Background: an optimization exercise with open tools, aiming at small area. Do not read the settings as production practice.
Function was checked by simulation only, so behaviour that the tests miss may differ from the original.
The clock port is modelled as an ideal driver, which makes a skipped or thinned clock tree look cheaper than it is; a real chip needs a root buffer or a tree.

==> flow/design.v <==
module top #(
    parameter int INC_DEC_INTERVAL = 10_000,
    parameter int INC_DEC_MAX      = 200,
    parameter int STATE_COUNT      = 6,
    parameter int PWM_INTERVAL     = 1200,
    parameter int STEP_VAL         = (PWM_INTERVAL / INC_DEC_MAX) > 0
                                   ? (PWM_INTERVAL / INC_DEC_MAX) : 1
) (
    input  logic clk,
    input  logic SW,
    output logic RGB_R,
    output logic RGB_G,
    output logic RGB_B,
    output logic LED
);
    wire rst_n = SW;
    logic [2:0] p1;        
    logic [7:0] p6;        
    logic [4:0] blk;       
    logic [7:0] J;         
    logic       par;       
    logic [1:0] k;         
    wire p1_1 = ~p1[1] &  p1[0];
    wire p1_3 =  p1[2] &  p1[0];
    wire p1_5 =  p1[2] & ~p1[1];
    wire p6_199  = p6[7] & p6[6] & p6[2] & p6[1] & p6[0];
    wire blk_end = (p6 == 8'd66  && p1_3) ||
                   (p6 == 8'd133 && p1_1) ||
                   (p6_199 && p1_5);
    wire blk_24  = blk[4] & blk[3];
    wire tick    = blk_end && blk_24;
    wire odd     = par;
    wire last    = odd ? (J[7:1] == 7'd0) : (J[7] & J[6] & J[2] & J[1] & J[0]);
    wire start   = ~k[1] & ~k[0];
    always_ff @(posedge clk or negedge rst_n)
        if (!rst_n) begin
            p1      <= '0;
            p6      <= '0;
            blk     <= 5'd0;
            J       <= '0;
            par     <= 1'b0;
            k       <= 2'b00;
        end else begin
            p1 <= {p1[1:0], ~p1[2]};
            if (p1_5)
                p6 <= p6_199 ? 8'd0 : p6 + 8'd1;
            if (blk_end)
                blk <= blk_24 ? 5'd0 : blk + 5'd1;
            if (tick) begin
                J <= odd ? J - 8'd1 : J + 8'd1;
                if (last)
                    par <= ~par;
                if (last || start)
                    k <= {~(k[1] & k[0]), k[1] | ~k[0]};
            end
        end
    wire ramp = p6 < J;
    wire k0 = ~(k[1] ^ k[0]);
    wire k1 = k[0] & ~k[1];
    wire k2 = k[1] & ~k[0];
    wire on_g = k0 ? ramp : (k1 ?  par : ~par);
    wire on_r = k1 ? ramp : (k2 ?  par : ~par & k[0]);
    wire on_b = k2 ? ramp : (k0 ?  par : ~par);
    assign RGB_R = ~on_r;
    assign RGB_G = ~on_g;
    assign RGB_B = ~on_b;
    assign LED   = 1'b1;
endmodule
Settings: LEC_CHECK=0, CAP_MARGIN=0, CORE_AREA=2 2 60 60, DIE_AREA=0 0 62 62, PLACE_DENSITY=0.85, SLEW_MARGIN=0; clock period 10.0 ns.
standard.sh (not shown) runs the stock make flow with config.mk's settings and CLKGATE_MAP_FILE= SYNTH_SCRIPT=/design/flow/synth_recipe.tcl, a recipe that flattens the netlist after the stock synthesis.
==> flow/flow/run.sh <==
#!/bin/bash
# Layout flow: the standard synthesis; then an iterated, area-oriented
# re-synthesis of the combinational logic only (registers untouched: same
# names and cells); then the standard layout from floorplan to finish,
# with small port buffers and a flat clock tree of a few buffers.
set -euo pipefail
HERE=$(pwd)
RESYN_ROUNDS=8
RESYN_PAR=${NUM_CORES:-4}
RESYN_TIME=20
CLOCK_BUF_CELL=sky130_fd_sc_hd__clkbuf_4
CLOCK_BUF_COUNT=3
INPUT_BUF_CELL=sky130_fd_sc_hd__buf_2
[[ -f flow/settings.sh ]] && source flow/settings.sh
export CLOCK_BUF_CELL CLOCK_BUF_COUNT INPUT_BUF_CELL
R=$HERE/orfs/results/$FLOW_PLATFORM/top/base
export YOSYS=$FLOW_HOME/../tools/install/yosys/bin/yosys
export LIB=$FLOW_HOME/platforms/$FLOW_PLATFORM/lib/sky130_fd_sc_hd__tt_025C_1v80.lib
export TOP=$FLOW_TOP

bash standard.sh synth > std_synth.log 2>&1
cp $R/1_2_yosys.v $HERE/std_netlist.v

# Same dont-use list as the standard synthesis gave ABC.
export DU=$(grep -o -- "-dont_use [^ ]*" $HERE/orfs/logs/$FLOW_PLATFORM/top/base/1_2_yosys.log | sort -u | tr '\n' ' ')
bash flow/resyn.sh $HERE/std_netlist.v $HERE/resyn_netlist.v $HERE/resyn $RESYN_ROUNDS $RESYN_PAR $RESYN_TIME > resyn.log 2>&1
cp $HERE/resyn/choice.txt resyn_choice.txt
if grep -q "^module $FLOW_TOP" $HERE/resyn_netlist.v; then
  cp $HERE/resyn_netlist.v $R/1_2_yosys.v
  rm -f $R/1_synth.odb $R/1_synth.sdc
fi

bash standard.sh "BUFFER_PORTS_ARGS=-outputs -buffer_cell sky130_fd_sc_hd__buf_1" \
  "PRE_GLOBAL_PLACE_TCL=$HERE/flow/pre_place.tcl" \
  "POST_CTS_TCL=$HERE/flow/post_cts.tcl" finish > std_finish.log 2>&1
Other scripts of this flow, unchanged in this note and not shown: flow/flow/clockbuf.tcl, flow/flow/post_cts.tcl, flow/flow/pre_place.tcl, flow/flow/resyn.sh, flow/flow/settings.sh
Change:
--- a/flow/design.v
+++ b/flow/design.v
@@ -23,35 +23,33 @@
     wire p1_1 = ~p1[1] &  p1[0];
     wire p1_3 =  p1[2] &  p1[0];
     wire p1_5 =  p1[2] & ~p1[1];
-    wire p6_199  = p6[7] & p6[6] & p6[2] & p6[1] & p6[0];
     wire blk_end = (p6 == 8'd66  && p1_3) ||
                    (p6 == 8'd133 && p1_1) ||
-                   (p6_199 && p1_5);
-    wire blk_24  = blk[4] & blk[3];
-    wire tick    = blk_end && blk_24;
+                   (p6 == 8'd199 && p1_5);
+    wire tick    = blk_end && blk == 5'd31;
     wire odd     = par;
-    wire last    = odd ? (J[7:1] == 7'd0) : (J[7] & J[6] & J[2] & J[1] & J[0]);
-    wire start   = ~k[1] & ~k[0];
+    wire last    = odd ? (J == 8'd1) : (J == 8'd199);
+    wire start   = k[1] & k[0];
     always_ff @(posedge clk or negedge rst_n)
         if (!rst_n) begin
             p1      <= '0;
             p6      <= '0;
-            blk     <= 5'd0;
+            blk     <= 5'd7;
             J       <= '0;
             par     <= 1'b0;
-            k       <= 2'b00;
+            k       <= 2'b11;
         end else begin
             p1 <= {p1[1:0], ~p1[2]};
             if (p1_5)
-                p6 <= p6_199 ? 8'd0 : p6 + 8'd1;
+                p6 <= (p6 == 8'd199) ? 8'd0 : p6 + 8'd1;
             if (blk_end)
-                blk <= blk_24 ? 5'd0 : blk + 5'd1;
+                blk <= (blk == 5'd31) ? 5'd7 : blk + 5'd1;
             if (tick) begin
                 J <= odd ? J - 8'd1 : J + 8'd1;
                 if (last)
                     par <= ~par;
                 if (last || start)
-                    k <= {~(k[1] & k[0]), k[1] | ~k[0]};
+                    k <= {k[0] & ~k[1], ~(k[1] | k[0])};
             end
         end
     wire ramp = p6 < J;
@@ -59,7 +57,7 @@
     wire k1 = k[0] & ~k[1];
     wire k2 = k[1] & ~k[0];
     wire on_g = k0 ? ramp : (k1 ?  par : ~par);
-    wire on_r = k1 ? ramp : (k2 ?  par : ~par & k[0]);
+    wire on_r = k1 ? ramp : (k2 ?  par : ~par & ~k[0]);
     wire on_b = k2 ? ramp : (k0 ?  par : ~par);
     assign RGB_R = ~on_r;
     assign RGB_G = ~on_g;
Result:
- The new run completed without violations
- worst hold slack improves by 0.026 ns
- die area is unchanged
- final area barely changes
- wire length drops by 1.3%
- sequential share of layout area climbs by 0.37 points
- via count climbs by 1.5%
- setup slack degrades by 0.22 ns
- critical path depth drops by 1
- fmax drops by about 5%
- first-iteration DRC count drops by 43%
- clock skew drops by 0.013 ns
- area after synthesis climbs by about 0.6%
No run of this note takes its clock network from TritonCTS; it comes from the design's own scripts or RTL.

afterwards: timing with drivers on the ports:
How much do the figures lean on ideal ports? The routed layouts below were timed once more, with nothing changed but the port constraints.
Step 1 sets driving cells, clkbuf_16 on the clock port and buf_2 on the other inputs (assumed; they add their load-dependent delay and slew).
Step 2, shift: input delay + t, output delay - t, t = (earliest + latest rising clock arrival at the registers) / 2. This alone moves slack from input paths to output paths.
a / b / c = no drivers / after step 1 / after step 2; a / b = the first two.
run | shift t [ns] | setup WS [ns] | worst register clock-pin slew, ns
the first run | 0.195 | 5.926 / 5.894 / 6.088 | 0.11 / 0.11
the second run | 0.188 | 5.709 / 5.673 / 5.861 | 0.09 / 0.09
After both steps every run listed still meets setup and hold.
